This is an optimization exercise on Yosys and OpenROAD, whose aim is small area and a short achievable clock period, not a production implementation.

## FIR
module FIR(Dout, Din, clk, reset);
output	[17:0]	Dout;
input 	[7:0] 	Din;
input 		clk, reset;
reg [7:0] h1, h2, h3, h4, h5, h6, h7;
reg [15:0] R;
wire s1, c1;
HA u1 (.a(h2[0]), .b(h4[0]), .s(s1), .co(c1));
wire s2, c2;
FA u2 (.a(h2[1]), .b(h4[1]), .c(c1), .s(s2), .co(c2));
wire s3, c3;
FA u3 (.a(h2[2]), .b(h4[2]), .c(c2), .s(s3), .co(c3));
wire s4, c4;
FA u4 (.a(h2[3]), .b(h4[3]), .c(c3), .s(s4), .co(c4));
wire s5, c5;
FA u5 (.a(h2[4]), .b(h4[4]), .c(c4), .s(s5), .co(c5));
wire s6, c6;
FA u6 (.a(h2[5]), .b(h4[5]), .c(c5), .s(s6), .co(c6));
wire s7, c7;
FA u7 (.a(h2[6]), .b(h4[6]), .c(c6), .s(s7), .co(c7));
wire s8, c8;
FA u8 (.a(h2[7]), .b(h4[7]), .c(c7), .s(s8), .co(c8));
wire s9, c9;
FA u9 (.a(h6[0]), .b(h7[0]), .c(Din[0]), .s(s9), .co(c9));
wire n10 = ~s1;
wire s11, c11;
FA u11 (.a(h6[1]), .b(h7[1]), .c(n10), .s(s11), .co(c11));
wire s12, c12;
FA u12 (.a(s11), .b(Din[1]), .c(c9), .s(s12), .co(c12));
wire n13 = ~h7[2];
wire s14, c14;
FA u14 (.a(h3[0]), .b(n13), .c(h6[2]), .s(s14), .co(c14));
wire n15 = ~c11;
wire s16, c16;
FA u16 (.a(s14), .b(s2), .c(n15), .s(s16), .co(c16));
wire n17 = ~s16;
wire s18, c18;
FA u18 (.a(n17), .b(Din[2]), .c(c12), .s(s18), .co(c18));
wire s19, c19;
FA u19 (.a(h6[3]), .b(h7[3]), .c(h6[2]), .s(s19), .co(c19));
wire s20, c20;
FA u20 (.a(h3[1]), .b(h7[0]), .c(c14), .s(s20), .co(c20));
wire s21, c21;
FA u21 (.a(s20), .b(s3), .c(c16), .s(s21), .co(c21));
wire n22 = ~s21;
wire s23, c23;
FA u23 (.a(s19), .b(n22), .c(Din[3]), .s(s23), .co(c23));
wire s24, c24;
FA u24 (.a(h6[0]), .b(h6[4]), .c(h7[4]), .s(s24), .co(c24));
wire s25, c25;
FA u25 (.a(h3[0]), .b(h3[2]), .c(h7[1]), .s(s25), .co(c25));
wire s26, c26;
FA u26 (.a(s1), .b(c19), .c(s24), .s(s26), .co(c26));
wire n27 = ~s26;
wire s28, c28;
FA u28 (.a(s25), .b(c20), .c(n27), .s(s28), .co(c28));
wire s29, c29;
FA u29 (.a(s28), .b(s4), .c(c21), .s(s29), .co(c29));
wire s30, c30;
FA u30 (.a(Din[0]), .b(Din[4]), .c(c23), .s(s30), .co(c30));
wire s31, c31;
FA u31 (.a(h6[1]), .b(h6[5]), .c(h7[5]), .s(s31), .co(c31));
wire s32, c32;
FA u32 (.a(h1[0]), .b(h5[0]), .c(h3[0]), .s(s32), .co(c32));
wire s33, c33;
  ...
==> flow/config.mk <==
export PLATFORM = sky130hd
export DESIGN_NAME = FIR
export DESIGN_NICKNAME = FIR
export VERILOG_FILES = /design/flow/design.v
export SDC_FILE = /design/flow/constraint.sdc
export NUM_CORES = 4
export LEC_CHECK = 0
export ABC_CLOCK_PERIOD_IN_PS = 2000
export CAP_MARGIN = 20
export CORE_MARGIN = 2
export CORE_UTILIZATION = 65
export SLEW_MARGIN = 20
export SYNTH_HIERARCHICAL = 1
==> flow/constraint.sdc <==
create_clock -name core_clock -period 13.0 [get_ports {clk}]
set_input_delay 2.6000 -clock core_clock [delete_from_list [all_inputs] [get_ports {clk}]]
set_output_delay 2.6000 -clock core_clock [all_outputs]
set_load 0.01 [all_outputs]
standard.sh (not shown) runs the stock make flow with config.mk's settings and CLKGATE_MAP_FILE= SYNTH_SCRIPT=/design/flow/synth_recipe.tcl, a recipe that flattens the netlist after the stock synthesis.
==> flow/flow/run.sh <==
#!/bin/bash
# Layout flow: the standard flow (standard.sh), with its standard synthesis
# unchanged, then the layout steps with a larger setup margin for repair_timing,
# faster port buffers and a smaller clock tree. Each step's full output goes to
# a log in this folder.
set -euo pipefail
bash standard.sh synth > log_synth.txt 2>&1
bash standard.sh SETUP_SLACK_MARGIN=5.7 \
  "BUFFER_PORTS_ARGS=-buffer_cell sky130_fd_sc_hd__buf_2" \
  "CTS_ARGS=-sink_clustering_enable -repair_clock_nets -dont_use_dummy_load -buf_list sky130_fd_sc_hd__clkbuf_8 -sink_clustering_size 36 -sink_clustering_max_diameter 100" \
  finish > log_layout.txt 2>&1
The first run completed with no timing, DRC or antenna violations.
Change:
==> flow/flow/run.sh (replaced) <==
#!/bin/bash
# Layout flow: the standard flow (standard.sh), with its standard synthesis
# unchanged, then the layout steps with a larger setup margin for repair_timing,
# faster port buffers and a smaller clock tree. Each step's full output goes to
# a log in this folder.
set -euo pipefail
bash standard.sh synth > log_synth.txt 2>&1
bash standard.sh SETUP_SLACK_MARGIN=5.5 \
  "BUFFER_PORTS_ARGS=-buffer_cell sky130_fd_sc_hd__buf_2" \
  "CTS_ARGS=-sink_clustering_enable -repair_clock_nets -dont_use_dummy_load -buf_list sky130_fd_sc_hd__clkbuf_4 -root_buf sky130_fd_sc_hd__clkbuf_4 -tree_buf sky130_fd_sc_hd__clkbuf_4" \
  finish > log_layout.txt 2>&1
Settings changed: CORE_UTILIZATION 65 to 85.
Effect: Now the flow died in global routing (5_1_grt) on GRT-0232; synthesized area does not change; synthesized cell count is unchanged.
Change:
Settings changed: CORE_UTILIZATION 85 to 75.
Outcome: With this change the flow ran to the end with no violations; synthesized area does not change; synthesized cell count does not change.
No functional check of the RTL was part of any run of this note.

==> port drivers added, routing unchanged <==
The results above use ideal ports. As a check the final layouts listed here were re-extracted and re-timed, cells and wires unchanged. Step 1 (the two cells are an assumption about what drives the block):
set clk [get_ports {clk}]
set_driving_cell -lib_cell sky130_fd_sc_hd__clkbuf_16 $clk
set_driving_cell -lib_cell sky130_fd_sc_hd__buf_2 [delete_from_list [all_inputs] $clk]
Step 2 also shifts input and output timing later by t, the mid clock arrival at the registers, as if the neighbouring blocks saw the same clock. Three values: ideal ports, drivers, drivers and shift; two values: the first two.
run	t, ns	setup slack, ns	hold WS [ns]	slew at the worst register clock pin (ns)
the first run	0.370	5.807 / 5.731 / 5.731	0.392 / 0.392 / 0.392	0.08 / 0.08
the third run	0.428	5.627 / 5.603 / 5.603	0.408 / 0.408 / 0.408	0.12 / 0.12
After both steps setup and hold are still met in every run listed. The setup slack of the first run, which loses most, moves by -0.076 ns with the drivers and by -0.076 ns with both steps.
